Context: an optimization exercise on an open-source flow, tuned for small area, a short achievable clock period and few clock cycles. The choices shown serve that exercise and are no tape-out recipe. RTL that was checked went through simulation tests only; none was proved equivalent to the original. Only the layout flow was run in runs 1 to 4; the RTL was not checked for function there. Power and IR drop assume default switching activity.

File: run.sh
#!/bin/bash
# synth_recipe.tcl (not shown) runs the flow's synth.tcl, then flattens the netlist and writes it again
# the make line also repeats each setting of config.mk as NAME=value (left out here)
make -C /OpenROAD-flow-scripts/flow DESIGN_CONFIG=/design/flow/config.mk WORK_HOME=/design/flow/orfs CLKGATE_MAP_FILE= SYNTH_SCRIPT=/design/flow/synth_recipe.tcl finish
File: config.mk
export PLATFORM = sky130hd
export DESIGN_NAME = Integrate
export DESIGN_NICKNAME = Integrate
export VERILOG_FILES = /design/flow/design.v
export SDC_FILE = /design/flow/constraint.sdc
export NUM_CORES = 4
export LEC_CHECK = 0
export CAP_MARGIN = 20
export CORE_MARGIN = 2
export CORE_UTILIZATION = 40
export SETUP_SLACK_MARGIN = 2.0
export SLEW_MARGIN = 20
File: constraint.sdc
create_clock -name core_clock -period 5.0 [get_ports {clock}]
set_input_delay 1.0000 -clock core_clock [delete_from_list [all_inputs] [get_ports {clock}]]
set_output_delay 1.0000 -clock core_clock [all_outputs]
set_load 0.01 [all_outputs]
File: design.v
module Integrate(
input clock,
input reset,enter,
input [7:0]Nin,
input prog_we,
input [4:0]prog_addr,
input [7:0]prog_data,
output halt,
output [7:0]Nout,
output inwait
);
reg [7:0] mem [0:31];
reg [4:0] FA;       
reg [4:0] OA;       
reg [7:0] IR;       
reg       iok;      
reg [7:0] XI;       
reg       vX;       
reg [7:0] OPR;      
reg       tk;       
reg       ok;       
reg       inr;      
reg       started;  
reg [7:0] A;
reg       Z;        
wire [2:0] xop = XI[7:5];
wire [4:0] xa  = XI[4:0];
assign halt   = started & vX & (xop == 3'd7);
assign inwait = started & vX & (xop == 3'd4);
assign Nout   = A;
wire stall  = vX & ((xop == 3'd7) | ((xop == 3'd4) & ~(enter & started)));
wire xstore = vX & (xop == 3'd1) & reset;
reg [7:0] An;
reg       Zn;
wire [7:0] axo = A ^ OPR;
wire [7:0] aor = A | OPR;
wire       sum0 = (axo == {aor[6:0], 1'b0});
always @* begin
	An = A;
	Zn = Z;
	if (vX)
		case (xop)
		3'd0: begin An = OPR; Zn = (OPR == 8'd0); end
		3'd2: begin An = A + OPR; Zn = sum0; end
		3'd3: begin An = A - OPR; Zn = (A == OPR); end
		3'd4: if (enter & started) begin An = Nin; Zn = (Nin == 8'd0); end
		default: ;
		endcase
end
wire [7:0] Oi    = tk ? OPR : IR;
wire       vO    = tk | iok;
wire [7:0] opnd  = (xstore && xa == OA) ? A : mem[OA];
wire [7:0] fword = (xstore && xa == FA) ? A : mem[FA];
wire       hzn   = vO & (Oi[7:5] == 3'd1) & (Oi[4:0] == FA);
wire       tkn   = vO & (((Oi[7:5] == 3'd5) & Zn) | ((Oi[7:5] == 3'd6) & ~An[7]));
wire [4:0] OAn   = tkn ? opnd[4:0] : fword[4:0];
wire [4:0] FAn   = tkn ? Oi[4:0] + 5'd1 : (hzn ? FA : FA + 5'd1);
wire [7:0] w0 = (prog_we && prog_addr == 5'd0) ? prog_data : mem[0];
wire [7:0] w1 = (prog_we && prog_addr == 5'd1) ? prog_data : mem[1];
wire       cap = prog_we && (prog_addr == w0[4:0]);
wire       ok_n = cap | (ok & inr & ~(prog_we && prog_addr == 5'd0));
wire [7:0] opr_p = cap ? prog_data : OPR;
wire       tk_p = ok_n & ((w0[7:5] == 3'd5) | (w0[7:5] == 3'd6));
wire       hz_p = ok_n & (w0[7:5] == 3'd1) & (w0[4:0] == 5'd1);
wire [4:0] waddr = prog_we ? prog_addr : xa;
wire [7:0] wdata = prog_we ? prog_data : A;
always @(posedge clock)
	if (prog_we | xstore)
		mem[waddr] <= wdata;
always @(posedge clock) begin
	inr <= ~reset;
	if (!reset) begin
		ok <= ok_n;
		OPR <= opr_p;
		XI <= w0;
		IR <= ok_n ? w1 : w0;
		vX <= ok_n;
		iok <= ~hz_p;
		tk <= tk_p;
		FA <= tk_p ? w0[4:0] + 5'd1 : (ok_n & ~hz_p) ? 5'd2 : 5'd1;
		OA <= tk_p ? opr_p[4:0] : ok_n ? w1[4:0] : w0[4:0];
	end else if (!stall) begin
		IR <= fword;
		XI <= Oi;
		OPR <= opnd;
		vX <= vO;
		iok <= ~hzn;
		tk <= tkn;
		FA <= FAn;
		OA <= OAn;
	end
end
always @(posedge clock, negedge reset) begin
	if (!reset) begin
		started <= 1'b0;
		A <= 8'd0;
		Z <= 1'b1;
	end else begin
		started <= 1'b1;
		A <= An;
		Z <= Zn;
	end
end
endmodule
==> flow_metrics.py, run 1 <==
metrics = {
    "setup_path": {
        "reg2reg_from": "A[1]$_DFFE_PN0P_",
        "critical_path_class": "reg -> reg",
        "start_kind": "register",
        "crit_arrival_ps": 4100,
        "cp_max_fo": 5,
        "reg2reg_slack_ps": 1310,
        "cp-end-kind": "register",
        "required_ps": 5410,
        "r2r_cells": 15,
    },
    "global_routing": {
        "grt_pass1_wl_mm": 70.2,
        "grt_pass1_vias": 10700,
        "grt_overflow": 0,
        "grt_usage": 0.216,
        "grt_max_degree": 63,
        "antenna_found_initial": 0,
    },
    "power_and_ir_drop": {
        "p_sw_frac": 0.366,
        "switchingPower_mw": 4.39,
        "p_total_mw": 12.0,
        "ir_worst_vdd_uv": 256,
        "pwr-share-comb": 0.463,
        "power.share.clock": 0.218,
        "power_frac_seq": 0.320,
        "powerDensity_nw_per_um2": 597,
        "p_leak_nw": 6.79,
        "intPower_mw": 7.61,
    },
    "synthesis": {
        "syn-num-nets": 1161,
        "ys_warn_count": 1,
        "synth.most_common_cell": "edfxtp_1",
        "synth_common_cells": "edfxtp_1, mux4_2, nor2_1, mux2i_1, a21oi_1",
        "syn_area_um2": 17000,
        "yosys-top-cells-area": "edfxtp_1, mux4_2, mux2i_1, nor2_1, ha_1",
        "synth_area_leader_cell": "edfxtp_1",
        "synth_seq_cells": 315,
        "avgSynthCellArea_um2": 15.3,
        "yosysSeqAreaShare": 0.549,
        "synth_top_area_frac": 0.521,
        "ys.flop_type": "edfxtp_1",
        "synth.distinct_cells": 73,
        "synth_edf_count": 294,
        "netlist_instances": 1110,
        "synthArstFlopShare": 0.0317,
    },
    "timing": {
        "max_freq_mhz": 271,
        "finalCritPeriodShare": 0.737,
        "timing.slew.headroom": 0.403,
        "finalHoldViolCount": 0,
        "skew_ps": 18.0,
        "rsz0062_at_grt": "true",
        "fin_tns_setup_ps": 0,
        "hold-worst-slack_ps": 647,
        "finalWorstSetupSlack_ps": 1310,
        "drv_slew": 0,
        "final.min_clock_period_ps": 3690,
        "setup_violations": 0,
        "tightest_slew_ps": 892,
    },
    "layout": {
        "design_area_um2": 20100,
        "final_cells": 1759,
        "finish.utilization": 0.481,
        "multi_input_area_um2": 7690,
        "syn_to_final_growth_pct": 18.7,
        "fillers": 3562,
        "antennaDiodeCount": 0,
        "drive_above_1_share": 0.359,
        "nets": 1246,
        "seq_area_um2": 9320,
    },
    "floorplan": {
        "core_area_um2": 41900,
        "placementRows": 75,
        "initial_utilization": 0.405,
        "die-area_um2": 44000,
        "fp.dieW_um": 210,
        "die_h_um": 210,
        "ios": 35,
    },
    "place": {
        "dp_slack_ps": 586,
        "gp_congestion": 0.890,
        "numPortBuffers": 34,
        "dp.final_hpwl_mm": 31.7,
        "dp.cells": 1642,
        "place_area_um2": 18100,
    },
    "min_path": {
        "hold_path.startpoint": "FA[0]$_DFFE_PP_",
        "min_path_cells": 2,
        "hold_path.class": "reg -> reg",
    },
    "clocking": {
        "htreeDepth": 2,
        "clkTransAtPathRegs_ps": 60,
        "clock_sinks": 315,
        "cts_buffers": 35,
        "cts_tree": "built",
        "clock-root-buffer": "clkbuf_16",
        "cts_max_path_buffers": 3,
        "clk_latency_ps": 530,
    },
    "drt": {
        "drtIter0Drc": 1316,
        "antenna_left": 0,
        "drc": 0,
        "dr_total_vias": 10800,
        "wl_mm": 47.3,
        "wl_per_cell_um": 26.9,
        "vias_per_cell": 6.15,
        "drt_pass1_iterations": 7,
    },
    "status": {
        "status": "complete, no violations",
    },
    "run": {
        "drv_cap": 0,
    },
}
==> logic make-up after synthesis <==
| kind of cell | share of synthesized area |
|---|---|
| buf+inv | 0.0269 |
| simple gates | 0.0687 |
| compound gates | 0.0600 |
| other cells | 0.000221 |
| mux | 0.256 |
| xor+xnor | 0.0191 |
| flops | 0.549 |
| fa+ha+maj | 0.0201 |
==> cell usage in the layout (no fill, tap or decap), types with 14 or more instances in the layout <==
master           count
xor2_1              17
mux2i_1             53
ha_1                14
inv_1               23
nor2_1              74
mux4_2             160
xnor2_1             20
clkbuf_16           37
buf_4               67
nand3_1             14
nor2_2              34
nand2_1             40
edfxtp_1           294
clkdlybuf4s50_1     22
a21oi_1             51
nand2b_1            14
==> critical path, stage by stage (launching register included) <==
cell and delay (ps):
dfrtp_2 420, inv_2 100, ha_4 300, nor3_4 40, o31a_1 270, or3_4 390, a32o_2 310, o32ai_4 390
mux2i_2 360, ha_4 210, buf_4 120, buf_6 80, nand3b_1 90, a21o_1 130, o211ai_1 100, mux2_4 270
==> registers in the layout, indices dropped and copies added (netlist names), named ones only <==
name     flops
A            8
FA           5
IR           8
OA           5
OPR          8
XI           8
Z            1
inr          1
iok          1
mem        256
ok           1
started      1
tk           1
vX           1
==> power groups by stage <==
| stage | Clock [mW] | Combinational [mW] | Sequential [mW] |
|---|---|---|---|
| detailed placement | 0 | 4.61 | 4.08 |
| global placement | 0 | 4.59 | 4.08 |
| finish | 2.61 | 5.55 | 3.83 |
| floorplan | 0 | 3.55 | 3.58 |
| global route | 2.76 | 5.89 | 3.87 |
| CTS | 2.65 | 5.13 | 3.90 |
==> routing by layer <==
layer  global-route usage  up-vias  wire (um)
met1                0.308     5630      20300
met4               0.0783        0       1650
li1                     -     4632          -
met3               0.0313       75       3060
met2                0.339      476      22300
met5                    0        -          0
==> area by class of cell <==
type / instances / share of cell area
Sequential cell: 315 / 0.463
Timing Repair Buffer: 123 / 0.0577
Inverter: 30 / 0.00597
Clock inverter: 20 / 0.00983
Clock buffer: 42 / 0.0470
Tap cell: 539 / 0.0335
Multi-Input combinational cell: 689 / 0.382
Timing Repair inverter: 1 / 0.000311
==> how the worst max path moves through the flow <==
stage,endpoint,start,slack [ps],cells after the start
floorplan,register,A[2]$_DFFE_PN0P_,1430,16
global placement,register,enter,680,13
global route,register,A[2]$_DFFE_PN0P_,1220,14
detailed placement,register,enter,590,13
CTS,register,OPR[1]$_DFFE_PN_,1340,14
finish,register,A[1]$_DFFE_PN0P_,1310,15
==> what timing repair did <==
| action | 4_1_cts | 5_1_grt |
|---|---|---|
| hold buffers | 0 | 0 |
| buffers inserted | 36 | 18 |
| cloned | 1 | 0 |
| pin swaps | 10 | 15 |
| gates resized for setup | 73 | 59 |
| setup endpoints to repair | 301 | 137 |
==> run 2, diff against run 1 <==
--- a/design.v
+++ b/design.v
@@ -35,6 +35,37 @@
 wire [7:0] axo = A ^ OPR;
 wire [7:0] aor = A | OPR;
 wire       sum0 = (axo == {aor[6:0], 1'b0});
+function c7;
+	input [6:0] a, b;
+	input ci;
+	reg [6:0] g, p;
+	integer i, j;
+	begin
+		g = a & b;
+		p = a | b;
+		g[0] = g[0] | (p[0] & ci);
+		for (i = 0; i < 3; i = i + 1)
+			for (j = 6; j >= (1 << i); j = j - 1) begin
+				g[j] = g[j] | (p[j] & g[j - (1 << i)]);
+				p[j] = p[j] & p[j - (1 << i)];
+			end
+		c7 = g[6];
+	end
+endfunction
+wire       sadd = A[7] ^ OPR[7] ^ c7(A[6:0], OPR[6:0], 1'b0);
+wire       ssub = A[7] ^ ~OPR[7] ^ c7(A[6:0], ~OPR[6:0], 1'b1);
+reg        Sn;
+always @* begin
+	Sn = A[7];
+	if (vX)
+		case (xop)
+		3'd0: Sn = OPR[7];
+		3'd2: Sn = sadd;
+		3'd3: Sn = ssub;
+		3'd4: if (enter & started) Sn = Nin[7];
+		default: ;
+		endcase
+end
 always @* begin
 	An = A;
 	Zn = Z;
@@ -52,7 +83,7 @@
 wire [7:0] opnd  = (xstore && xa == OA) ? A : mem[OA];
 wire [7:0] fword = (xstore && xa == FA) ? A : mem[FA];
 wire       hzn   = vO & (Oi[7:5] == 3'd1) & (Oi[4:0] == FA);
-wire       tkn   = vO & (((Oi[7:5] == 3'd5) & Zn) | ((Oi[7:5] == 3'd6) & ~An[7]));
+wire       tkn   = vO & (((Oi[7:5] == 3'd5) & Zn) | ((Oi[7:5] == 3'd6) & ~Sn));
 wire [4:0] OAn   = tkn ? opnd[4:0] : fword[4:0];
 wire [4:0] FAn   = tkn ? Oi[4:0] + 5'd1 : (hzn ? FA : FA + 5'd1);
 wire [7:0] w0 = (prog_we && prog_addr == 5'd0) ? prog_data : mem[0];
==> run 2 against run 1 <==
- still clean
- first-iteration DRC count up 22%
- maximum frequency is 3.9% higher
- synthesized cell count increased by 6.1%
- utilization is 0.77 points higher
- register-to-register slack improved by 140 ps
- non-clock buffer count grew 20
- combinational power rose by 8.8%
- setup slack gained 140 ps
- area after synthesis is 1.9% higher
- largest cell class unchanged
==> flow_metrics.py, run 2 <==
metrics = {
    "status": {
        "status": "complete, no violations",
    },
    "power_and_ir_drop": {
        "p_leak_nw": 7.06,
        "p_total_mw": 12.6,
        "powerDensity_nw_per_um2": 603,
        "ir_worst_vdd_uv": 278,
    },
    "drt": {
        "dr_total_vias": 11700,
        "wl_met2_mm": 24.3,
        "drt_pass1_iterations": 6,
        "antenna_left": 0,
        "wl_mm": 52.6,
        "wl_met1_mm": 21.7,
        "drc": 0,
        "wl_per_cell_um": 27.7,
        "vias_per_cell": 6.14,
        "routed.top_layer": "met5",
        "drtIter0Drc": 1610,
        "wl_met3_mm": 4.77,
    },
    "synthesis": {
        "synth_area_leader_cell": "edfxtp_1",
        "synth_top_family_by_area": "multiplexers",
        "syn_area_um2": 17300,
        "synth_edf_count": 294,
        "synthAdderAreaFrac": 0.0240,
        "synth_seq_cells": 315,
        "synth-simple-area-share": 0.0794,
        "syn-num-nets": 1235,
        "ys.flop_type": "edfxtp_1",
        "synthArstFlopShare": 0.0317,
        "synth_common_cells": "edfxtp_1, mux4_2, nor2_1, nand2_1, o21ai_0",
        "synth.distinct_cells": 76,
        "avgSynthCellArea_um2": 14.7,
        "yosysSeqAreaShare": 0.538,
        "synth_xor_area_frac": 0.0183,
        "ys_warn_count": 1,
        "netlist_instances": 1178,
        "yosys-top-cells-area": "edfxtp_1, mux4_2, ha_1, mux2i_1, nor2_1",
        "synth_compound_area_frac": 0.0723,
        "synth_top_area_frac": 0.511,
        "synth.most_common_cell": "edfxtp_1",
        "synthMuxAreaShare": 0.242,
    },
    "clocking": {
        "cts_tree": "built",
        "clkTransAtPathRegs_ps": 60,
        "postCtsHoldBufs": 0,
        "htreeDepth": 2,
        "clk_latency_ps": 570,
        "clock_sinks": 315,
        "cts_buffers": 38,
        "cts_max_path_buffers": 3,
        "clock-root-buffer": "clkbuf_16",
    },
    "layout": {
        "most-common-layout-cells": "edfxtp_1, mux4_2, buf_4",
        "seq_area_um2": 9320,
        "design_area_um2": 20900,
        "largest_register": "mem",
        "finish.utilization": 0.488,
        "final_common_cell": "edfxtp_1",
        "drive_above_1_share": 0.376,
        "fillers": 3624,
        "syn_to_final_growth_pct": 21.2,
        "largest_register_ffs": 256,
        "nets": 1344,
        "multi_input_area_um2": 8200,
        "final_cells": 1897,
    },
    "global_routing": {
        "grt_pass1_vias": 11600,
        "grt_pass1_wl_mm": 77.2,
        "grt_usage": 0.239,
        "grt_overflow": 0,
        "grt_max_degree": 65,
        "antenna_found_initial": 2,
    },
    "min_path": {
        "hold_path.class": "reg -> reg",
        "hold_path.startpoint": "OA[4]$_DFFE_PN_",
    },
    "place": {
        "dp.final_hpwl_mm": 35.6,
        "gp_congestion": 0.983,
        "dp_slack_ps": 439,
        "place_area_um2": 18600,
        "numPortBuffers": 34,
        "dp.cells": 1763,
    },
    "setup_path": {
        "required_ps": 5450,
        "critical_path_class": "reg -> reg",
        "crit_start": "A[2]$_DFFE_PN0P_",
        "cp-end-kind": "register",
        "reg2reg_from": "A[2]$_DFFE_PN0P_",
        "cp_max_fo": 5,
        "start_kind": "register",
        "crit_arrival_ps": 4000,
    },
    "timing": {
        "finalWorstSetupSlack_ps": 1450,
        "skew_ps": 39.1,
        "setup_violations": 0,
        "tightest_slew_ps": 987,
        "final.min_clock_period_ps": 3550,
        "rsz0062_at_grt": "true",
        "drv_slew": 0,
        "finalHoldViolCount": 0,
        "max_freq_mhz": 282,
        "fin_tns_setup_ps": 0,
        "hold-worst-slack_ps": 504,
        "finalCritPeriodShare": 0.710,
        "timing.slew.headroom": 0.341,
    },
    "floorplan": {
        "die-area_um2": 44900,
        "die_h_um": 212,
        "core_area_um2": 42900,
        "fp.dieW_um": 212,
        "initial_utilization": 0.403,
        "placementRows": 76,
        "ios": 35,
    },
    "run": {
        "drv_cap": 0,
    },
}
==> run 2: worst paths after layout <==
| check | depth (start not counted) | endpoint | slack (ps) |
|---|---|---|---|
| max | 15 | register | 1450 |
| min | 2 | register | 500 |
| max reg2reg | 15 | register | 1450 |
| min reg2reg | 2 | register | 500 |
| max in group asynchronous | 2 | A[5]$_DFFE_PN0P_ | 3990 |
| min in group asynchronous | 2 | A[2]$_DFFE_PN0P_ | 570 |
==> run 2: kinds of logic after synthesis <==
kind of cell	Yosys count
XOR/XNOR	36
multiplexers	215
buffers and inverters	106
flip-flops	315
adder cells (fa/ha/maj)	32
other	1
AND/OR/NAND/NOR	286
AO/OA/AOI/OAI	187
==> run 2: worst max-delay path, cell delays in order (launching register included) <==
cell	delay (ps)
dfrtp_1	350
buf_6	120
clkinvlp_4	160
ha_4	220
nor3b_2	270
nor3_2	80
o221a_4	270
o21a_4	210
o31a_4	290
or3_4	380
and2_4	150
ha_4	170
nor3b_1	140
o211ai_1	200
o211ai_1	140
mux2_2	270
==> run 2: power by group <==
group | internal, mW | total (mW) | leakage [nW] | switching (mW)
logic | 2.86 | 6.04 | 3.53 | 3.18
registers | 3.34 | 3.75 | 2.92 | 0.414
clock network | 1.73 | 2.83 | 0.607 | 1.10
==> run 2: final cells by class <==
class / instances / area share
tap: 585 / 0.0350
multi-input combinational: 757 / 0.392
timing repair buffer: 143 / 0.0621
inverter: 32 / 0.00675
clock buffer: 44 / 0.0475
antenna: 1 / 0.000120
clock inverter: 20 / 0.0120
sequential: 315 / 0.445
==> run 2: repair_timing <==
item,in CTS,in global routing
pin swaps,35,16
setup buffers,54,15
endpoints found under the setup margin,290,192
resized for setup,102,58
==> run 2: routing by layer <==
| layer | up-vias | global-route usage |
|---|---|---|
| met4 | 2 | 0.0818 |
| met5 | - | 0 |
| met2 | 592 | 0.370 |
| met3 | 116 | 0.0528 |
| met1 | 5994 | 0.334 |
| li1 | 4950 | - |
==> run 3, diff against run 2 <==
--- a/design.v
+++ b/design.v
@@ -35,6 +35,10 @@
 wire [7:0] axo = A ^ OPR;
 wire [7:0] aor = A | OPR;
 wire       sum0 = (axo == {aor[6:0], 1'b0});
+function [4:0] inc5;
+	input [4:0] x;
+	inc5 = {x[4] ^ (&x[3:0]), x[3] ^ (&x[2:0]), x[2] ^ (&x[1:0]), x[1] ^ x[0], ~x[0]};
+endfunction
 function c7;
 	input [6:0] a, b;
 	input ci;
@@ -85,14 +89,15 @@
 wire       hzn   = vO & (Oi[7:5] == 3'd1) & (Oi[4:0] == FA);
 wire       tkn   = vO & (((Oi[7:5] == 3'd5) & Zn) | ((Oi[7:5] == 3'd6) & ~Sn));
 wire [4:0] OAn   = tkn ? opnd[4:0] : fword[4:0];
-wire [4:0] FAn   = tkn ? Oi[4:0] + 5'd1 : (hzn ? FA : FA + 5'd1);
-wire [7:0] w0 = (prog_we && prog_addr == 5'd0) ? prog_data : mem[0];
+wire [4:0] FAn   = tkn ? inc5(Oi[4:0]) : (hzn ? FA : inc5(FA));
+wire       wr0 = prog_we && prog_addr == 5'd0;
+wire [7:0] w0 = wr0 ? prog_data : mem[0];
 wire [7:0] w1 = (prog_we && prog_addr == 5'd1) ? prog_data : mem[1];
-wire       cap = prog_we && (prog_addr == w0[4:0]);
-wire       ok_n = cap | (ok & inr & ~(prog_we && prog_addr == 5'd0));
+wire       cap = prog_we && inr && prog_addr == xa;
+wire       ok_n = ~wr0 & (cap | (ok & inr));
 wire [7:0] opr_p = cap ? prog_data : OPR;
-wire       tk_p = ok_n & ((w0[7:5] == 3'd5) | (w0[7:5] == 3'd6));
-wire       hz_p = ok_n & (w0[7:5] == 3'd1) & (w0[4:0] == 5'd1);
+wire       tk_p = ok_n & ((xop == 3'd5) | (xop == 3'd6));
+wire       hz_p = ok_n & (xop == 3'd1) & (xa == 5'd1);
 wire [4:0] waddr = prog_we ? prog_addr : xa;
 wire [7:0] wdata = prog_we ? prog_data : A;
 always @(posedge clock)
@@ -108,7 +113,7 @@
 		vX <= ok_n;
 		iok <= ~hz_p;
 		tk <= tk_p;
-		FA <= tk_p ? w0[4:0] + 5'd1 : (ok_n & ~hz_p) ? 5'd2 : 5'd1;
+		FA <= tk_p ? inc5(xa) : (ok_n & ~hz_p) ? 5'd2 : 5'd1;
 		OA <= tk_p ? opr_p[4:0] : ok_n ? w1[4:0] : w0[4:0];
 	end else if (!stall) begin
 		IR <= fword;
==> run 3 against run 2 <==
- largest cell class unchanged
- maximum frequency grew 15%
- flip-flop and latch count is the same
- routed wire length shrank 2.1%
- power shrank 1.2%
- cell area shrank 2.5%
- cell count shrank 0.53%
- critical path type unchanged
==> flow_metrics.py, run 3 <==
metrics = {
    "status": {
        "status": "complete, no violations",
    },
    "drt": {
        "drc": 0,
        "drt_pass1_iterations": 5,
        "dr_total_vias": 11700,
        "wl_per_cell_um": 27.3,
        "drtIter0Drc": 1409,
        "vias_per_cell": 6.21,
        "wl_mm": 51.5,
        "antenna_left": 0,
    },
    "power_and_ir_drop": {
        "power_frac_seq": 0.313,
        "powerDensity_nw_per_um2": 611,
        "power.share.clock": 0.212,
        "ir_worst_vdd_uv": 224,
        "intPower_mw": 7.69,
        "switchingPower_mw": 4.78,
        "pwr-share-comb": 0.475,
        "p_total_mw": 12.5,
        "p_sw_frac": 0.383,
        "p_leak_nw": 7.05,
    },
    "setup_path": {
        "required_ps": 5300,
        "reg2reg_slack_ps": 1910,
        "crit_end": "OA[4]$_DFFE_PN_",
        "cp_max_fo": 5,
        "crit_arrival_ps": 3390,
        "timing.rr.end": "OA[4]$_DFFE_PN_",
        "reg2reg_from": "OPR[0]$_DFFE_PN_",
        "cp-end-kind": "register",
        "start_kind": "register",
        "crit_start": "OPR[0]$_DFFE_PN_",
        "critical_path_class": "reg -> reg",
        "r2r_cells": 12,
    },
    "layout": {
        "final_common_cell": "edfxtp_1",
        "finish.utilization": 0.485,
        "design_area_um2": 20400,
        "fillers": 3566,
        "nets": 1382,
        "most-common-layout-cells": "edfxtp_1, mux4_2, buf_4",
        "largest_register": "mem",
        "antennaDiodeCount": 0,
        "syn_to_final_growth_pct": 19.2,
        "drive_above_1_share": 0.319,
        "largest_register_ffs": 256,
    },
    "place": {
        "numPortBuffers": 34,
        "place_area_um2": 18100,
        "dp.final_hpwl_mm": 34.4,
        "gp_congestion": 0.968,
    },
    "timing": {
        "finalCritPeriodShare": 0.618,
        "tightest_slew_ps": 1030,
        "finalHoldViolCount": 0,
        "skew_ps": 16.3,
        "fin_tns_setup_ps": 0,
        "rsz0062_at_grt": "true",
        "drv_slew": 0,
        "setup_violations": 0,
        "hold-worst-slack_ps": 544,
        "final.min_clock_period_ps": 3090,
        "timing.slew.headroom": 0.314,
        "max_freq_mhz": 323,
    },
    "clocking": {
        "cts_tree": "built",
        "cts_max_path_buffers": 3,
        "cts_buffers": 36,
        "clock-root-buffer": "clkbuf_16",
        "postCtsHoldBufs": 0,
        "clock_sinks": 315,
        "htreeDepth": 2,
        "clkTransAtPathRegs_ps": 60,
        "clk_latency_ps": 560,
    },
    "synthesis": {
        "synth.distinct_cells": 84,
        "synthAdderAreaFrac": 0.0272,
        "synth_compound_area_frac": 0.0932,
        "synth_xor_area_frac": 0.0189,
        "synthArstFlopShare": 0.0317,
        "ys_warn_count": 1,
        "yosys-top-cells-area": "edfxtp_1, mux4_2, ha_1, nor2_1, nand2_1",
        "synth_top_area_frac": 0.516,
        "syn_area_um2": 17100,
        "synthMuxAreaShare": 0.211,
        "synth_edf_count": 294,
        "netlist_instances": 1193,
        "syn-num-nets": 1254,
        "avgSynthCellArea_um2": 14.4,
        "yosysSeqAreaShare": 0.543,
        "synth_top_family_by_area": "multiplexers",
        "synth-simple-area-share": 0.0764,
        "ys.flop_type": "edfxtp_1",
        "synth_seq_cells": 315,
        "synth_common_cells": "edfxtp_1, mux4_2, nor2_1, nand2_1, a21oi_1",
        "synth_area_leader_cell": "edfxtp_1",
        "synth.most_common_cell": "edfxtp_1",
    },
    "global_routing": {
        "grt_overflow": 0,
        "grt_usage": 0.234,
        "grt_pass1_vias": 11700,
        "grt_max_degree": 53,
        "antenna_found_initial": 0,
        "grt_pass1_wl_mm": 76.5,
    },
    "floorplan": {
        "die_h_um": 211,
        "initial_utilization": 0.406,
        "ios": 35,
        "fp.dieW_um": 211,
        "die-area_um2": 44500,
        "placementRows": 75,
        "core_area_um2": 42100,
    },
    "run": {
        "drv_cap": 0,
    },
    "min_path": {
        "hold_path.class": "reg -> reg",
    },
}
## run 3: cell types whose count changed in the layout (fill, tap and decap cells not counted), moves of 7 or more
cell,previous run,this run
xor2_1,10,18
buf_4,90,117
ha_1,16,25
nor2_1,58,94
o31ai_1,10,1
inv_1,16,26
mux4_2,160,142
nand2_1,71,87
nor2_2,29,1
a21oi_1,33,56
mux2i_1,37,25
a22oi_1,2,31
nand2b_1,9,2
nor3_1,21,10
## run 3: routing by layer
metal / global-route usage / part of all wire / routed length [um] / vias to the layer above
li1: - / - / - / 5032
met1: 0.330 / 0.42 / 21700 / 5993
met2: 0.366 / 0.46 / 23900 / 592
met3: 0.0433 / 0.082 / 4220 / 103
met4: 0.0789 / 0.033 / 1720 / 0
met5: 0 / 0 / 0 / -
## run 3: worst min path at each step
stage | end | startpoint | depth (start not counted)
floorplan | Z$_DFF_PN1_ | Z$_DFF_PN1_ | 2
global placement | Z$_DFF_PN1_ | Z$_DFF_PN1_ | 2
detailed placement | Z$_DFF_PN1_ | Z$_DFF_PN1_ | 2
CTS | A[7]$_DFFE_PN0P_ | reset | 2
global route | Z$_DFF_PN1_ | Z$_DFF_PN1_ | 2
finish | Z$_DFF_PN1_ | Z$_DFF_PN1_ | 2
## run 3: layout make-up
class	count	area [um^2]	area share
clock buffer	40	916	0.0449
multi-input combinational	764	7620	0.373
clock inverter	25	248	0.0121
tap	539	674	0.0330
timing repair buffer	168	1490	0.0729
sequential	315	9330	0.457
inverter	36	139	0.00680
## run 3: power groups by stage
stage	logic, mW	registers (mW)	clock network (mW)
after global routing	6.34	3.93	2.79
after detailed placement	4.76	4.15	0
after floorplan	3.74	3.56	0
final	5.92	3.90	2.64
after global placement	4.76	4.16	0
after CTS	5.43	3.92	2.68
## run 3: what timing repair did
item | CTS | global route
gates cloned | 1 | 1
buffers inserted | 46 | 45
pin swaps | 11 | 19
setup endpoints to repair | 224 | 81
gates resized for setup | 60 | 48
hold endpoints to repair | 0 | 0
## run 3: logic make-up after synthesis
kind of cell,count (synthesis)
mux,182
other cells,1
fa+ha+maj,36
flops,315
compound gates,231
buf+inv,115
xor+xnor,37
simple gates,276
## run 3: worst max-delay path, cell delays in order, from the launching register on
cell and delay, ps:
edfxtp_1 490, buf_4 190, ha_1 200, o21bai_1 210, a21oi_1 110, o211ai_1 350, mux2i_2 340, a221oi_4 120
buf_4 160, o21bai_4 230, buf_6 160, a211oi_4 200, nor2_1 60
## run 3: stage by stage
step / std cells / worst slack (ps)
6_report: 1887 / 1910
5_1_grt: 1887 / 1860
4_1_cts: 1841 / 1760
3_5_place_dp: 1729 / 903
3_3_place_gp: 1729 / 990
2_1_floorplan: 1193 / 1680
==> run 4, diff against run 3 <==
--- a/config.mk
+++ b/config.mk
@@ -8,5 +8,5 @@
 export CAP_MARGIN = 20
 export CORE_MARGIN = 2
 export CORE_UTILIZATION = 40
-export SETUP_SLACK_MARGIN = 2.0
+export SETUP_SLACK_MARGIN = 2.5
 export SLEW_MARGIN = 20
==> run 4 against run 3 <==
- combinational power grew 15%
- clock-buffer cell count is 9 higher
- utilization grew 2.0 points
- largest cell class unchanged
- still clean
==> flow_metrics.py, run 4 <==
metrics = {
    "status": {
        "status": "complete, no violations",
    },
    "setup_path": {
        "cp_max_fo": 7,
        "crit_arrival_ps": 3330,
        "start_kind": "register",
        "required_ps": 5260,
        "cp-end-kind": "register",
        "critical_path_class": "reg -> reg",
    },
    "floorplan": {
        "initial_utilization": 0.406,
        "core_area_um2": 42100,
        "die_h_um": 211,
        "placementRows": 75,
        "die-area_um2": 44500,
        "fp.dieW_um": 211,
        "ios": 35,
    },
    "clocking": {
        "cts_tree": "built",
        "postCtsHoldBufs": 0,
        "clk_latency_ps": 570,
        "clock_sinks": 315,
        "cts_buffers": 37,
        "htreeDepth": 2,
        "clock-root-buffer": "clkbuf_16",
        "clkTransAtPathRegs_ps": 70,
        "cts_max_path_buffers": 3,
    },
    "place": {
        "dp.final_hpwl_mm": 34.3,
        "dp.cells": 1717,
        "gp_congestion": 0.943,
        "place_area_um2": 18300,
        "numPortBuffers": 34,
    },
    "drt": {
        "wl_mm": 53.0,
        "antenna_left": 0,
        "drtIter0Drc": 1511,
        "wl_per_cell_um": 28.0,
        "dr_total_vias": 11900,
        "drc": 0,
        "drt_pass1_iterations": 8,
        "vias_per_cell": 6.27,
    },
    "power_and_ir_drop": {
        "p_leak_nw": 7.20,
        "ir_worst_vdd_uv": 256,
        "powerDensity_nw_per_um2": 621,
    },
    "timing": {
        "final.min_clock_period_ps": 3080,
        "drv_slew": 0,
        "finalHoldViolCount": 0,
        "skew_ps": 21.2,
        "max_freq_mhz": 325,
        "tightest_slew_ps": 1050,
        "setup_violations": 0,
        "timing.slew.headroom": 0.302,
        "fin_tns_setup_ps": 0,
        "finalCritPeriodShare": 0.615,
        "rsz0062_at_grt": "true",
    },
    "synthesis": {
        "synth.most_common_cell": "edfxtp_1",
        "ys.flop_type": "edfxtp_1",
        "syn_area_um2": 17100,
        "ys_warn_count": 1,
        "avgSynthCellArea_um2": 14.4,
        "synth_top_area_frac": 0.516,
        "synth_edf_count": 294,
        "synth.distinct_cells": 84,
        "netlist_instances": 1193,
        "synth_seq_cells": 315,
        "syn-num-nets": 1254,
        "synth_common_cells": "edfxtp_1, mux4_2, nor2_1, nand2_1, a21oi_1",
        "synth_area_leader_cell": "edfxtp_1",
        "synthArstFlopShare": 0.0317,
        "yosys-top-cells-area": "edfxtp_1, mux4_2, ha_1, nor2_1, nand2_1",
        "yosysSeqAreaShare": 0.543,
    },
    "global_routing": {
        "grt_max_degree": 53,
        "grt_usage": 0.240,
        "grt_pass1_vias": 11800,
        "grt_pass1_wl_mm": 77.9,
        "antenna_found_initial": 1,
        "grt_overflow": 0,
    },
    "layout": {
        "design_area_um2": 21300,
        "most-common-layout-cells": "edfxtp_1, mux4_2, buf_4",
        "drive_above_1_share": 0.398,
        "largest_register": "mem",
        "syn_to_final_growth_pct": 24.2,
        "nets": 1390,
        "final_cells": 1895,
        "largest_register_ffs": 256,
        "final_common_cell": "edfxtp_1",
        "antennaDiodeCount": 0,
    },
    "min_path": {
        "hold_path.class": "in -> async",
    },
    "run": {
        "drv_cap": 0,
    },
}
-- run 4: cell counts after synthesis --
Identical to the previous run, type by type.
-- run 4: final timing paths --
kind	start	end	slack, ps	cells after the start
max	OPR[3]$_DFFE_PN_	FA[4]$_DFFE_PP_	1920	11
min	reset	A[5]$_DFFE_PN0P_	470	2
max reg2reg	OPR[3]$_DFFE_PN_	FA[4]$_DFFE_PP_	1920	11
min reg2reg	Z$_DFF_PN1_	Z$_DFF_PN1_	560	2
max in group asynchronous	reset	A[4]$_DFFE_PN0P_	4210	2
min in group core_clock	Z$_DFF_PN1_	Z$_DFF_PN1_	560	2
-- run 4: layout make-up --
type / instances / area, um^2
Clock buffer: 49 / 971
Timing Repair Buffer: 176 / 1740
Inverter: 36 / 146
Clock inverter: 17 / 150
Multi-Input combinational cell: 763 / 8250
Tap cell: 539 / 674
Fill cell: 3485 / 20900
Sequential cell: 315 / 9330
-- run 4: through the flow --
stage | worst slack [ps] | power, mW | hold slack [ps] | utilization
after floorplan | 2140 | 7.38 | 521 | -
after global placement | 1110 | 8.95 | 552 | 0.434
after detailed placement | 1050 | 8.99 | 555 | 0.435
after CTS | 1960 | 12.6 | 496 | 0.492
after global routing | 1910 | 13.7 | 484 | 0.505
final | 1920 | 13.2 | 471 | 0.505
-- run 4: per-layer routing --
layer,vias to the layer above,share of wire,global-route usage
met5,-,0.00026,0
met4,2,0.051,0.110
met3,133,0.088,0.0473
met2,677,0.46,0.379
met1,6003,0.40,0.322
li1,5059,-,-
-- run 4: power breakdown --
group	switching (mW)	internal, mW	total, mW
Combinational	3.56	3.24	6.80
Clock	1.10	1.48	2.58
Sequential	0.475	3.35	3.83
-- run 4: logic make-up after synthesis --
logic type	share of synthesized area
adders and majority gates	0.0272
AOI/OAI and AO/OA	0.0933
buffers and inverters	0.0300
xor gates and xnor gates	0.0189
other	0.000219
muxes	0.211
DFF	0.543
and+or+nand+nor	0.0764
-- run 4: critical path, stage by stage, from the launching register on --
cell	delay, ps
edfxtp_1	550
inv_1	150
ha_4	190
nor2_1	190
o311ai_2	170
a311o_1	320
and3_4	190
a221oi_4	280
o21bai_4	280
buf_6	170
mux2i_4	220
o21ai_1	70
-- run 4: timing repair --
action                                  4_1_cts  5_1_grt
pin swaps                                    24       25
buffers inserted                             80       30
gates resized for setup                     157       88
hold endpoints to repair                      0        0
endpoints found under the setup margin      385      281
gates cloned                                  2        0
==> run 5, diff against run 4 <==
--- a/design.v
+++ b/design.v
@@ -18,6 +18,7 @@
 reg       vX;       
 reg [7:0] OPR;      
 reg       tk;       
+reg       df;       
 reg       ok;       
 reg       inr;      
 reg       started;  
@@ -39,34 +40,14 @@
 	input [4:0] x;
 	inc5 = {x[4] ^ (&x[3:0]), x[3] ^ (&x[2:0]), x[2] ^ (&x[1:0]), x[1] ^ x[0], ~x[0]};
 endfunction
-function c7;
-	input [6:0] a, b;
-	input ci;
-	reg [6:0] g, p;
-	integer i, j;
-	begin
-		g = a & b;
-		p = a | b;
-		g[0] = g[0] | (p[0] & ci);
-		for (i = 0; i < 3; i = i + 1)
-			for (j = 6; j >= (1 << i); j = j - 1) begin
-				g[j] = g[j] | (p[j] & g[j - (1 << i)]);
-				p[j] = p[j] & p[j - (1 << i)];
-			end
-		c7 = g[6];
-	end
-endfunction
-wire       sadd = A[7] ^ OPR[7] ^ c7(A[6:0], OPR[6:0], 1'b0);
-wire       ssub = A[7] ^ ~OPR[7] ^ c7(A[6:0], ~OPR[6:0], 1'b1);
-reg        Sn;
+wire       xas = vX & ((xop == 3'd2) | (xop == 3'd3));
+reg        Sf;
 always @* begin
-	Sn = A[7];
+	Sf = A[7];
 	if (vX)
 		case (xop)
-		3'd0: Sn = OPR[7];
-		3'd2: Sn = sadd;
-		3'd3: Sn = ssub;
-		3'd4: if (enter & started) Sn = Nin[7];
+		3'd0: Sf = OPR[7];
+		3'd4: if (enter & started) Sf = Nin[7];
 		default: ;
 		endcase
 end
@@ -87,7 +68,9 @@
 wire [7:0] opnd  = (xstore && xa == OA) ? A : mem[OA];
 wire [7:0] fword = (xstore && xa == FA) ? A : mem[FA];
 wire       hzn   = vO & (Oi[7:5] == 3'd1) & (Oi[4:0] == FA);
-wire       tkn   = vO & (((Oi[7:5] == 3'd5) & Zn) | ((Oi[7:5] == 3'd6) & ~Sn));
+wire       tkn   = vO & (((Oi[7:5] == 3'd5) & Zn) | ((Oi[7:5] == 3'd6) & ~xas & ~Sf));
+wire       dfn   = vO & (Oi[7:5] == 3'd6) & xas;
+wire       mis   = df & ~A[7];
 wire [4:0] OAn   = tkn ? opnd[4:0] : fword[4:0];
 wire [4:0] FAn   = tkn ? inc5(Oi[4:0]) : (hzn ? FA : inc5(FA));
 wire       wr0 = prog_we && prog_addr == 5'd0;
@@ -113,8 +96,16 @@
 		vX <= ok_n;
 		iok <= ~hz_p;
 		tk <= tk_p;
+		df <= 1'b0;
 		FA <= tk_p ? inc5(xa) : (ok_n & ~hz_p) ? 5'd2 : 5'd1;
 		OA <= tk_p ? opr_p[4:0] : ok_n ? w1[4:0] : w0[4:0];
+	end else if (mis) begin
+		vX <= 1'b0;
+		df <= 1'b0;
+		tk <= 1'b1;
+		iok <= 1'b1;
+		FA <= inc5(xa);
+		OA <= OPR[4:0];
 	end else if (!stall) begin
 		IR <= fword;
 		XI <= Oi;
@@ -122,6 +113,7 @@
 		vX <= vO;
 		iok <= ~hzn;
 		tk <= tkn;
+		df <= dfn;
 		FA <= FAn;
 		OA <= OAn;
 	end
--- a/config.mk
+++ b/config.mk
@@ -8,5 +8,5 @@
 export CAP_MARGIN = 20
 export CORE_MARGIN = 2
 export CORE_UTILIZATION = 40
-export SETUP_SLACK_MARGIN = 2.5
+export SETUP_SLACK_MARGIN = 2.0
 export SLEW_MARGIN = 20
==> run 5 against run 4 <==
- clock-buffer cell count fell by 7
- critical endpoint is now mem[17][1]$_DFFE_PP_
- hold slack better by 14 ps
- highest routed layer is now met4
- combinational power is 29% lower
- sequential share of layout area rose by 4.2 points
- largest power group unchanged
==> flow_metrics.py, run 5 <==
metrics = {
    "synthesis": {
        "ys_warn_count": 1,
        "avgSynthCellArea_um2": 14.7,
        "synth.most_common_cell": "edfxtp_1",
        "yosysSeqAreaShare": 0.559,
        "synth_seq_cells": 316,
        "synth_top_area_frac": 0.530,
        "syn-num-nets": 1185,
        "synth.distinct_cells": 67,
        "synth_area_leader_cell": "edfxtp_1",
        "synth_edf_count": 294,
        "yosys-top-cells-area": "edfxtp_1, mux4_2, mux2i_1, ha_1, o22ai_1",
        "syn_area_um2": 16700,
        "synthArstFlopShare": 0.0316,
        "netlist_instances": 1130,
        "ys.flop_type": "edfxtp_1",
        "synth_common_cells": "edfxtp_1, mux4_2, nor2_1, nand2_1, o22ai_1",
    },
    "drt": {
        "drtIter0Drc": 1403,
        "antenna_left": 0,
        "wl_per_cell_um": 28.0,
        "wl_mm": 49.6,
        "vias_per_cell": 6.32,
        "dr_total_vias": 11200,
        "drt_pass1_iterations": 6,
        "drc": 0,
    },
    "setup_path": {
        "cp-end-kind": "register",
        "required_ps": 5160,
        "crit_arrival_ps": 3150,
        "critical_path_class": "in -> reg",
        "start_kind": "input pin",
        "r2r_cells": 11,
        "cp_max_fo": 8,
    },
    "floorplan": {
        "initial_utilization": 0.406,
        "die-area_um2": 43300,
        "fp.dieW_um": 208,
        "ios": 35,
        "core_area_um2": 41000,
        "placementRows": 74,
        "die_h_um": 208,
    },
    "clocking": {
        "clock-root-buffer": "clkbuf_16",
        "clock_sinks": 316,
        "clkTransAtPathRegs_ps": 60,
        "htreeDepth": 2,
        "cts_max_path_buffers": 3,
        "cts_tree": "built",
        "postCtsHoldBufs": 0,
        "cts_buffers": 36,
        "clk_latency_ps": 540,
    },
    "layout": {
        "largest_register": "mem",
        "most-common-layout-cells": "edfxtp_1, mux4_2, nand2_1",
        "final_common_cell": "edfxtp_1",
        "antennaDiodeCount": 0,
        "syn_to_final_growth_pct": 16.7,
        "drive_above_1_share": 0.288,
        "design_area_um2": 19400,
        "finish.utilization": 0.474,
        "nets": 1269,
        "largest_register_ffs": 256,
    },
    "power_and_ir_drop": {
        "powerDensity_nw_per_um2": 584,
        "p_total_mw": 11.3,
        "p_leak_nw": 6.67,
        "ir_worst_vdd_uv": 277,
    },
    "timing": {
        "fin_tns_setup_ps": 0,
        "final.min_clock_period_ps": 2990,
        "rsz0062_at_grt": "true",
        "tightest_slew_ps": 925,
        "max_freq_mhz": 335,
        "skew_ps": 17.8,
        "timing.slew.headroom": 0.381,
        "setup_violations": 0,
        "finalCritPeriodShare": 0.598,
        "hold-worst-slack_ps": 485,
        "drv_slew": 0,
        "finalHoldViolCount": 0,
    },
    "global_routing": {
        "grt_pass1_wl_mm": 72.0,
        "grt_overflow": 0,
        "antenna_found_initial": 0,
        "grt_pass1_vias": 11000,
        "grt_max_degree": 49,
        "grt_usage": 0.223,
    },
    "place": {
        "gp_congestion": 0.947,
        "numPortBuffers": 34,
        "dp.final_hpwl_mm": 32.5,
        "place_area_um2": 17700,
    },
    "min_path": {
        "hold_path.class": "reg -> reg",
        "min_path_cells": 2,
    },
    "run": {
        "drv_cap": 0,
    },
    "status": {
        "status": "complete, no violations",
    },
}
-- run 5: changes by cell type in the layout (fill, tap and decap cells not counted), moves of 15 or more --
| cell | before | now |
|---|---|---|
| mux2i_1 | 18 | 37 |
| buf_4 | 102 | 69 |
| o21ai_0 | 19 | 35 |
| a22oi_2 | 17 | 2 |
| nor2_4 | 32 | 3 |
| o21ai_1 | 17 | 2 |
| o22ai_1 | 6 | 52 |
-- run 5: final timing paths --
path | startpoint | end | slack, ps
setup / recovery | prog_addr[2] | mem[17][1]$_DFFE_PP_ | 2010
hold / removal | df$_SDFFE_PP0N_ | df$_SDFFE_PP0N_ | 490
setup reg to reg | XI[5]$_DFFE_PP_ | register | 2110
hold reg to reg | df$_SDFFE_PP0N_ | df$_SDFFE_PP0N_ | 490
max in group asynchronous | reset | Z$_DFF_PN1_ | 3960
min in group asynchronous | reset | started$_DFF_PN0_ | 780
-- run 5: final cells by class --
cell class / count / area (um^2)
timing repair buffer: 115 / 1090
fill: 3504 / 21600
inverter: 29 / 109
multi-input combinational: 716 / 7100
tap: 532 / 666
clock inverter: 20 / 161
sequential: 316 / 9340
clock buffer: 42 / 976
-- run 5: worst max-delay path, cell delays in order --
cell             delay (ps)
clkdlybuf4s50_1         490
mux2i_1                 610
nand2_1                 310
nor2_1                  720
-- run 5: report_power, final --
| group | total, mW | switching [mW] | internal, mW |
|---|---|---|---|
| Combinational | 4.82 | 2.58 | 2.25 |
| Sequential | 3.95 | 0.594 | 3.35 |
| Clock | 2.58 | 1.08 | 1.50 |
| Total | 11.3 | 4.25 | 7.10 |
-- run 5: cell families after synthesis --
logic type / after synthesis / share of synthesized area
muxes: 195 / 0.224
DFF: 316 / 0.559
adders and majority gates: 30 / 0.0234
buffers and inverters: 99 / 0.0252
and+or+nand+nor: 262 / 0.0755
xor gates and xnor gates: 38 / 0.0200
AOI/OAI and AO/OA: 189 / 0.0726
other: 1 / 0.000225
-- run 5: routing by layer --
layer	vias up	part of all wire	global-route usage	routed length (um)
met2	597	0.47	0.364	23500
met4	0	0.030	0.0667	1480
met5	-	0	0	0
met1	5777	0.41	0.305	20400
li1	4732	-	-	-
met3	89	0.086	0.0420	4260
-- run 5: through the flow --
stage	setup WS [ps]	cells
after floorplan	1860	1130
after global placement	1090	1658
after detailed placement	1110	1659
after CTS	2000	1742
after global routing	1930	1770
final	2010	1770
-- run 5: what timing repair did --
action                     CTS  global route
pin swaps                    7             6
gates resized for setup     19            42
setup endpoints to repair  285           155
buffers inserted            21            25
cloned                       0             3
Testbench counts of run 5, summed over its fixed seeds: cycles 11,113.
==> run 6, diff against run 5 <==
--- a/config.mk
+++ b/config.mk
@@ -8,5 +8,5 @@
 export CAP_MARGIN = 20
 export CORE_MARGIN = 2
 export CORE_UTILIZATION = 40
-export SETUP_SLACK_MARGIN = 2.0
+export SETUP_SLACK_MARGIN = 2.4
 export SLEW_MARGIN = 20
==> run 6 against run 5 <==
- still clean
- via count increased by 2.0%
- hold slack worse by 3.2 ps
- cell area rose by 6.7%
- sequential share of layout area decreased by 3.0 points
- global-route usage rose by 1.1 points
- clock skew up 10 ps
==> flow_metrics.py, run 6 <==
metrics = {
    "place": {
        "gp_congestion": 0.892,
        "numPortBuffers": 34,
        "dp_slack_ps": 1170,
        "dp.final_hpwl_mm": 32.4,
    },
    "global_routing": {
        "grt_usage": 0.234,
        "antenna_found_initial": 0,
        "grt_overflow": 0,
        "grt_pass1_wl_mm": 74.6,
        "grt_pass1_vias": 11200,
        "grt_max_degree": 42,
    },
    "timing": {
        "finalCritPeriodShare": 0.530,
        "finalHoldViolCount": 0,
        "timing.slew.headroom": 0.409,
        "drv_slew": 0,
        "tightest_slew_ps": 884,
        "finalWorstSetupSlack_ps": 2350,
        "final.min_clock_period_ps": 2650,
        "setup_violations": 0,
        "skew_ps": 27.7,
        "fin_tns_setup_ps": 0,
        "max_freq_mhz": 377,
        "rsz0062_at_grt": "true",
    },
    "synthesis": {
        "synth_seq_cells": 316,
        "synth.most_common_cell": "edfxtp_1",
        "synth_edf_count": 294,
        "synthArstFlopShare": 0.0316,
        "yosys-top-cells-area": "edfxtp_1, mux4_2, mux2i_1, ha_1, o22ai_1",
        "syn_area_um2": 16700,
        "avgSynthCellArea_um2": 14.7,
        "syn-num-nets": 1185,
        "ys_warn_count": 1,
        "synth_common_cells": "edfxtp_1, mux4_2, nor2_1, nand2_1, o22ai_1",
        "ys.flop_type": "edfxtp_1",
        "synth.distinct_cells": 67,
        "yosysSeqAreaShare": 0.559,
        "netlist_instances": 1130,
        "synth_top_area_frac": 0.530,
        "synth_area_leader_cell": "edfxtp_1",
    },
    "drt": {
        "dr_total_vias": 11400,
        "drt_pass1_iterations": 5,
        "drtIter0Drc": 1403,
        "vias_per_cell": 6.24,
        "drc": 0,
        "wl_per_cell_um": 27.8,
        "antenna_left": 0,
        "wl_mm": 50.9,
    },
    "clocking": {
        "htreeDepth": 2,
        "clkTransAtPathRegs_ps": 60,
        "clock-root-buffer": "clkbuf_16",
        "clock_sinks": 316,
        "clk_latency_ps": 560,
        "cts_tree": "built",
        "cts_max_path_buffers": 3,
        "cts_buffers": 36,
    },
    "setup_path": {
        "start_kind": "register",
        "cp-end-kind": "primary output",
        "crit_arrival_ps": 1650,
        "critical_path_class": "reg -> out",
        "cp_max_fo": 3,
        "r2r_cells": 10,
        "required_ps": 4000,
    },
    "layout": {
        "antennaDiodeCount": 0,
        "largest_register_ffs": 256,
        "nets": 1324,
        "syn_to_final_growth_pct": 24.5,
        "largest_register": "mem",
        "final_common_cell": "edfxtp_1",
        "most-common-layout-cells": "edfxtp_1, mux4_2, buf_4",
        "drive_above_1_share": 0.396,
    },
    "min_path": {
        "min_path_cells": 2,
        "hold_path.class": "reg -> reg",
    },
    "power_and_ir_drop": {
        "powerDensity_nw_per_um2": 603,
        "p_leak_nw": 7.08,
        "ir_worst_vdd_uv": 233,
    },
    "status": {
        "status": "complete, no violations",
    },
    "floorplan": {
        "die-area_um2": 43300,
        "placementRows": 74,
        "ios": 35,
        "fp.dieW_um": 208,
        "initial_utilization": 0.406,
        "core_area_um2": 41000,
        "die_h_um": 208,
    },
    "run": {
        "drv_cap": 0,
    },
}
## run 6: cell counts after synthesis
No cell type changed its count.
## run 6: area by class of cell
class	instances	area, um^2
Clock buffer	44	972
Clock inverter	21	246
Fill cell	3382	20300
Inverter	29	116
Multi-Input combinational cell	716	7750
Sequential cell	316	9350
Tap cell	532	666
Timing Repair Buffer	170	1640
## run 6: logic make-up after synthesis
logic type      after synthesis  synth area share
compound gates              189            0.0726
xor+xnor                     38            0.0200
fa+ha+maj                    30            0.0234
buf+inv                      99            0.0252
flops                       316             0.559
mux                         195             0.224
other cells                   1          0.000225
simple gates                262            0.0755
## run 6: power by group
part	internal, mW	leakage (nW)	switching [mW]
sequential	3.36	2.92	0.505
clock	1.61	0.588	1.13
combinational	2.84	3.57	3.06
## run 6: stage by stage
step	hold WS, ps	instances	area (um^2)	utilization	power (mW)
global route	510	1828	20700	0.506	13.0
floorplan	445	1130	16700	-	6.94
detailed placement	473	1652	17700	0.431	8.47
global placement	459	1652	17700	0.431	8.43
CTS	481	1777	20000	0.488	11.9
finish	482	1828	20700	0.506	12.5
## run 6: timing repair
action                                  4_1_cts  5_1_grt
setup buffers                                57       50
hold buffers                                  0        0
gates cloned                                  3        1
pin swaps                                    14       18
gates resized for setup                     160       79
endpoints found under the setup margin      347       89
## run 6: worst paths after layout
check	from	slack, ps	end
worst max-delay path	XI[5]$_DFFE_PP_	2350	inwait
worst min-delay path	df$_SDFFE_PP0N_	480	df$_SDFFE_PP0N_
worst max register to register	OPR[0]$_DFFE_PP_	2350	register
worst min register to register	df$_SDFFE_PP0N_	480	df$_SDFFE_PP0N_
max in group asynchronous	reset	4210	Z$_DFF_PN1_
min in group asynchronous	reset	510	started$_DFF_PN0_
## run 6: worst max-delay path, stage by stage (launching register included)
cell	delay [ps]
edfxtp_1	470
buf_6	170
nor3b_4	170
and3_1	170
buf_2	130
## run 6: per-layer routing
| metal | wire, um | global-route usage | up-vias |
|---|---|---|---|
| met5 | 0 | 0 | - |
| met4 | 1520 | 0.0816 | 0 |
| met3 | 4280 | 0.0347 | 95 |
| met2 | 24600 | 0.377 | 574 |
| met1 | 20500 | 0.324 | 5887 |
| li1 | - | - | 4859 |
==> run 7, diff against run 6 <==
--- a/config.mk
+++ b/config.mk
@@ -8,5 +8,5 @@
 export CAP_MARGIN = 20
 export CORE_MARGIN = 2
 export CORE_UTILIZATION = 40
-export SETUP_SLACK_MARGIN = 2.4
+export SETUP_SLACK_MARGIN = 2.8
 export SLEW_MARGIN = 20
==> run 7 against run 6 <==
- sequential power decreased by 1%
- cell area increased by 8.9%
- highest routed layer unchanged
- cell count increased by 3.3%
- critical endpoint unchanged
- still clean on timing, DRC and antenna
==> flow_metrics.py, run 7 <==
metrics = {
    "status": {
        "status": "complete, no violations",
    },
    "timing": {
        "final.min_clock_period_ps": 2650,
        "skew_ps": 23.6,
        "tightest_slew_ps": 964,
        "finalHoldViolCount": 0,
        "finalWorstSetupSlack_ps": 2350,
        "finalCritPeriodShare": 0.530,
        "max_freq_mhz": 378,
        "drv_slew": 0,
        "fin_tns_setup_ps": 0,
        "setup_violations": 0,
        "timing.slew.headroom": 0.355,
        "rsz0062_at_grt": "true",
    },
    "clocking": {
        "cts_buffers": 37,
        "clk_latency_ps": 550,
        "cts_max_path_buffers": 3,
        "htreeDepth": 2,
        "clkTransAtPathRegs_ps": 60,
        "cts_tree": "built",
        "clock-root-buffer": "clkbuf_16",
        "clock_sinks": 316,
    },
    "synthesis": {
        "synthAdderAreaFrac": 0.0234,
        "synth.distinct_cells": 67,
        "synth_area_leader_cell": "edfxtp_1",
        "synth_top_area_frac": 0.530,
        "synthMuxAreaShare": 0.224,
        "netlist_instances": 1130,
        "synthArstFlopShare": 0.0316,
        "synth_xor_area_frac": 0.0200,
        "syn-num-nets": 1185,
        "synth_seq_cells": 316,
        "ys.flop_type": "edfxtp_1",
        "synth_top_family_by_area": "multiplexers",
        "syn_area_um2": 16700,
        "synth_common_cells": "edfxtp_1, mux4_2, nor2_1, nand2_1, o22ai_1",
        "synth-simple-area-share": 0.0755,
        "yosys-top-cells-area": "edfxtp_1, mux4_2, mux2i_1, ha_1, o22ai_1",
        "synth_compound_area_frac": 0.0726,
        "ys_warn_count": 1,
        "yosysSeqAreaShare": 0.559,
        "synth.most_common_cell": "edfxtp_1",
        "avgSynthCellArea_um2": 14.7,
        "synth_edf_count": 294,
    },
    "power_and_ir_drop": {
        "switchingPower_mw": 5.06,
        "power_frac_seq": 0.280,
        "pwr-share-comb": 0.505,
        "ir_worst_vdd_uv": 260,
        "powerDensity_nw_per_um2": 602,
        "intPower_mw": 8.55,
        "p_leak_nw": 7.74,
        "power.share.clock": 0.216,
        "p_sw_frac": 0.372,
    },
    "floorplan": {
        "fp.dieW_um": 208,
        "core_area_um2": 41000,
        "die_h_um": 208,
        "placementRows": 74,
        "ios": 35,
        "die-area_um2": 43300,
        "initial_utilization": 0.406,
    },
    "layout": {
        "seq_area_um2": 9350,
        "nets": 1382,
        "drive_above_1_share": 0.482,
        "most-common-layout-cells": "edfxtp_1, mux4_2, buf_4",
        "final_common_cell": "edfxtp_1",
        "largest_register_ffs": 256,
        "syn_to_final_growth_pct": 35.5,
        "largest_register": "mem",
        "multi_input_area_um2": 8410,
        "antennaDiodeCount": 0,
        "fillers": 3141,
    },
    "drt": {
        "wl_per_cell_um": 28.7,
        "antenna_left": 0,
        "drc": 0,
        "dr_total_vias": 11800,
        "drt_pass1_iterations": 6,
        "wl_mm": 54.3,
        "drtIter0Drc": 1379,
        "vias_per_cell": 6.26,
    },
    "setup_path": {
        "crit_arrival_ps": 1650,
        "critical_path_class": "reg -> out",
        "cp-end-kind": "primary output",
        "required_ps": 4000,
        "cp_max_fo": 3,
        "start_kind": "register",
    },
    "global_routing": {
        "grt_max_degree": 65,
        "antenna_found_initial": 0,
        "grt_overflow": 0,
        "grt_pass1_vias": 11800,
        "grt_pass1_wl_mm": 78.1,
        "grt_usage": 0.244,
    },
    "place": {
        "numPortBuffers": 34,
        "gp_congestion": 0.886,
        "dp_slack_ps": 1200,
        "dp.final_hpwl_mm": 32.2,
    },
    "run": {
        "drv_cap": 0,
    },
    "min_path": {
        "hold_path.class": "reg -> reg",
    },
}
==> run 7: changes by cell type in the layout (fill, tap and decap cells not counted), sizes merged <==
| cell | before | now |
|---|---|---|
| bufinv | 4 | 8 |
| bufbuf | 1 | 2 |
| a21oi | 34 | 35 |
| dlymetal6s2s | 1 | 0 |
| clkdlybuf4s50 | 22 | 16 |
| and2 | 4 | 5 |
| inv | 32 | 30 |
| buf | 138 | 200 |
==> run 7: critical path: stages, from the launching register on <==
cell,delay [ps]
edfxtp_1,440
buf_6,150
nor3b_4,210
and3_1,190
buf_2,130
==> run 7: final cells by class <==
| type | instances | share of cell area |
|---|---|---|
| inverters | 29 | 0.00515 |
| well taps | 532 | 0.0295 |
| repair buffers | 225 | 0.120 |
| flip-flops and latches | 316 | 0.414 |
| multi-input cells | 718 | 0.373 |
| clock inverters | 23 | 0.0153 |
| clock buffers | 45 | 0.0432 |
==> run 7: kinds of logic (layout without fill, tap and decap cells) <==
kind of cell,after synthesis,count (layout)
multiplexers,195,195
other,1,1
AND/OR/NAND/NOR,262,264
flip-flops,316,316
buffers and inverters,99,322
AO/OA/AOI/OAI,189,190
XOR/XNOR,38,38
adder cells (fa/ha/maj),30,30
==> run 7: metrics by stage <==
step           cell area, um^2  cells  total power, mW   util  hold slack [ps]
2_1_floorplan            17300   1130             7.13      -              445
3_3_place_gp             18000   1641             8.53  0.439              464
3_5_place_dp             18000   1641             8.54  0.439              467
4_1_cts                  21600   1850             12.8  0.527              476
5_1_grt                  22600   1888             14.1  0.551              523
6_report                 22600   1888             13.6  0.551              515
==> run 7: path summary, 6_finish.rpt <==
path,slack (ps),cells after the start,endpoint,start
max,2350,4,inwait,XI[6]$_DFFE_PP_
min,510,2,df$_SDFFE_PP0N_,df$_SDFFE_PP0N_
max reg2reg,2360,10,register,OPR[0]$_DFFE_PP_
min reg2reg,510,2,df$_SDFFE_PP0N_,df$_SDFFE_PP0N_
max in group asynchronous,4170,2,Z$_DFF_PN1_,reset
min in group asynchronous,560,2,started$_DFF_PN0_,reset
==> run 7: power by group through the flow <==
stage	registers [mW]	logic (mW)	clock network, mW
6_report	3.81	6.87	2.93
5_1_grt	3.83	7.21	3.09
4_1_cts	3.78	6.06	2.96
3_5_place_dp	4.09	4.45	0
3_3_place_gp	4.09	4.43	0
2_1_floorplan	3.57	3.56	0
==> run 7: repair_timing <==
action / 4_1_cts / 5_1_grt
gates resized for setup: 237 / 121
hold buffers: 0 / 0
pin swaps: 69 / 69
setup buffers: 133 / 34
cloned: 8 / 4
endpoints found under the setup margin: 370 / 291
==> run 7: layer usage <==
layer / global-route usage / wire length, um
met5: 0 / 0
met4: 0.0786 / 1530
met3: 0.0362 / 4070
met2: 0.406 / 26700
met1: 0.330 / 22000
==> run 8, diff against run 7 <==
--- a/config.mk
+++ b/config.mk
@@ -8,5 +8,6 @@
 export CAP_MARGIN = 20
 export CORE_MARGIN = 2
 export CORE_UTILIZATION = 40
-export SETUP_SLACK_MARGIN = 2.8
+export CTS_BUF_LIST = sky130_fd_sc_hd__clkbuf_4 sky130_fd_sc_hd__clkbuf_8
+export SETUP_SLACK_MARGIN = 2.4
 export SLEW_MARGIN = 20
==> run 8 against run 7 <==
- clock power is 21% lower
- global-route usage is 0.98 points lower
- sequential power is 1% higher
- combinational power is 15% lower
- hold slack worse by 110 ps
- flip-flop and latch count stayed put
- cell area is 9.1% lower
- highest routed layer unchanged
==> flow_metrics.py, run 8 <==
metrics = {
    "timing": {
        "finalCritPeriodShare": 0.545,
        "setup_violations": 0,
        "drv_slew": 0,
        "skew_ps": 36.8,
        "final.min_clock_period_ps": 2720,
        "finalHoldViolCount": 0,
        "tightest_slew_ps": 946,
        "timing.slew.headroom": 0.367,
        "rsz0062_at_grt": "true",
        "fin_tns_setup_ps": 0,
        "max_freq_mhz": 367,
    },
    "global_routing": {
        "antenna_found_initial": 2,
        "grt_usage": 0.234,
        "grt_pass1_vias": 11300,
        "grt_pass1_wl_mm": 74.5,
        "grt_overflow": 0,
        "grt_max_degree": 42,
    },
    "floorplan": {
        "fp.dieW_um": 208,
        "core_area_um2": 41000,
        "die_h_um": 208,
        "ios": 35,
        "initial_utilization": 0.406,
        "die-area_um2": 43300,
        "placementRows": 74,
    },
    "synthesis": {
        "syn-num-nets": 1185,
        "ys.flop_type": "edfxtp_1",
        "yosys-top-cells-area": "edfxtp_1, mux4_2, mux2i_1, ha_1, o22ai_1",
        "syn_area_um2": 16700,
        "synth.distinct_cells": 67,
        "synth_area_leader_cell": "edfxtp_1",
        "netlist_instances": 1130,
        "synthArstFlopShare": 0.0316,
        "avgSynthCellArea_um2": 14.7,
        "synth_common_cells": "edfxtp_1, mux4_2, nor2_1, nand2_1, o22ai_1",
        "ys_warn_count": 1,
        "synth_edf_count": 294,
        "synth.most_common_cell": "edfxtp_1",
        "synth_seq_cells": 316,
        "yosysSeqAreaShare": 0.559,
        "synth_top_area_frac": 0.530,
    },
    "layout": {
        "final_common_cell": "edfxtp_1",
        "finish.utilization": 0.500,
        "largest_register_ffs": 256,
        "largest_register": "mem",
        "nets": 1339,
        "seq_area_um2": 9350,
        "multi_input_area_um2": 7660,
        "syn_to_final_growth_pct": 23.2,
        "most-common-layout-cells": "edfxtp_1, mux4_2, buf_4",
        "fillers": 3426,
        "drive_above_1_share": 0.394,
        "final_cells": 1858,
    },
    "power_and_ir_drop": {
        "p_leak_nw": 7.05,
        "powerDensity_nw_per_um2": 586,
        "ir_worst_vdd_uv": 233,
    },
    "clocking": {
        "clock_sinks": 316,
        "htreeDepth": 2,
        "cts_buffers": 53,
        "clock-root-buffer": "clkbuf_8",
        "clkTransAtPathRegs_ps": 70,
        "cts_max_path_buffers": 3,
        "clk_latency_ps": 640,
        "cts_tree": "built",
        "postCtsHoldBufs": 0,
    },
    "setup_path": {
        "reg2reg_slack_ps": 2280,
        "reg2reg_from": "XI[5]$_DFFE_PP_",
        "crit_family": "compound AO/OA/AOI/OAI gates",
        "path_depth": 11,
        "path_cells": "buf_4 > buf_4 > or3b_1 > nand2_1 > o311ai_4 > o32ai_4 > a21oi_4 > buf_12 > mux2i_2 > o22a_1 > mux2_4",
        "start_kind": "register",
        "r2r_cells": 11,
        "critical_path_class": "reg -> reg",
        "max_stage_delay_ps": 430,
        "required_ps": 5500,
        "crit_start": "XI[5]$_DFFE_PP_",
        "cp-end-kind": "register",
        "cp_max_fo": 8,
        "crit_buf_inv": 3,
        "crit_slowest_cell": "or3b_1",
        "cpMostUsedCell": "buf_4",
        "crit_arrival_ps": 3220,
    },
    "place": {
        "numPortBuffers": 34,
        "dp.final_hpwl_mm": 32.4,
        "gp_congestion": 0.892,
        "dp.cells": 1652,
    },
    "drt": {
        "drt_pass1_iterations": 8,
        "vias_per_cell": 6.17,
        "dr_total_vias": 11500,
        "wl_per_cell_um": 27.7,
        "wl_mm": 51.5,
        "drtIter0Drc": 1439,
        "antenna_left": 0,
        "drc": 0,
    },
    "status": {
        "status": "complete, no violations",
    },
    "min_path": {
        "hold_path.class": "in -> async",
    },
    "run": {
        "drv_cap": 0,
    },
}
## run 8: cell counts after synthesis
No cell type changed its count.
## run 8: through the flow
stage                     power [mW]  hold WS (ps)  setup WS, ps  area [um^2]
after detailed placement        8.47           473          1170        17700
after CTS                       11.5           441          2290        19900
final                           12.0           408          2280        20500
after floorplan                 6.94           445          1860        16700
after global routing            12.5           410          2210        20500
after global placement          8.43           459          1060        17700
## run 8: power by group
part / total, mW / switching, mW / internal, mW
Clock: 2.32 / 1.09 / 1.24
Sequential: 3.86 / 0.500 / 3.36
Combinational: 5.84 / 3.05 / 2.79
Total: 12.0 / 4.64 / 7.38
## run 8: worst min path at each step
stage,end,cells after the start,slack (ps),startpoint
2_1_floorplan,df$_SDFFE_PP0N_,2,450,df$_SDFFE_PP0N_
3_3_place_gp,df$_SDFFE_PP0N_,2,460,df$_SDFFE_PP0N_
3_5_place_dp,df$_SDFFE_PP0N_,2,470,df$_SDFFE_PP0N_
4_1_cts,A[4]$_DFFE_PN0P_,2,440,reset
5_1_grt,A[4]$_DFFE_PN0P_,2,410,reset
6_report,started$_DFF_PN0_,2,410,reset
## run 8: per-layer routing
layer	share of wire	wire, um	global-route usage	up-vias
met3	0.089	4570	0.0486	106
met2	0.48	24500	0.373	597
met1	0.40	20800	0.320	5868
li1	-	-	-	4890
met5	0	0	0	-
met4	0.032	1640	0.0821	0
## run 8: layout make-up
class,instances,share of cell area
antenna,1,0.000122
clock buffer,72,0.0425
clock inverter,24,0.00811
inverter,29,0.00567
multi-input combinational,716,0.373
sequential,316,0.456
tap,532,0.0324
timing repair buffer,168,0.0822
## run 8: timing repair
item	in CTS	in global routing
setup buffers	63	41
endpoints found under the setup margin	330	144
pin swaps	21	26
cloned	3	2
gates resized for setup	154	59
## run 8: cell families (layout without fill, tap and decap cells)
family          after synthesis  count (layout)  synth area share
flops                       316             316             0.559
simple gates                262             263            0.0755
mux                         195             195             0.224
compound gates              189             189            0.0726
buf+inv                      99             293            0.0252
xor+xnor                     38              38            0.0200
fa+ha+maj                    30              30            0.0234
other cells                   1               2          0.000225

[separate check: timing with driven ports]
In the flow no input, the clock included, has a driving cell. The finished layouts below were timed again as built, in two steps. Step 1: set_driving_cell puts a clkbuf_16 on clock and a buf_2 on each other input, an assumption about the parent block. Step 2 also shifts input and output timing later by t, the mid clock arrival at the registers, as if the neighbouring blocks saw the same clock. Three values: no drivers, after step 1, after step 2; two values: the first two.
run	shift t [ns]	setup slack, ns
run 1	0.577	1.313 / 1.313 / 0.969
run 2	0.603	1.452 / 1.452 / 0.964
run 3	0.605	1.909 / 1.883 / 1.358
run 4	0.608	1.923 / 1.923 / 1.406
run 5	0.584	2.012 / 2.042 / 1.458
run 6	0.611	2.349 / 2.289 / 1.801
run 7	0.589	2.352 / 2.298 / 1.859
run 8	0.669	2.277 / 2.237 / 1.697
After both steps setup and hold are still met in every run listed.
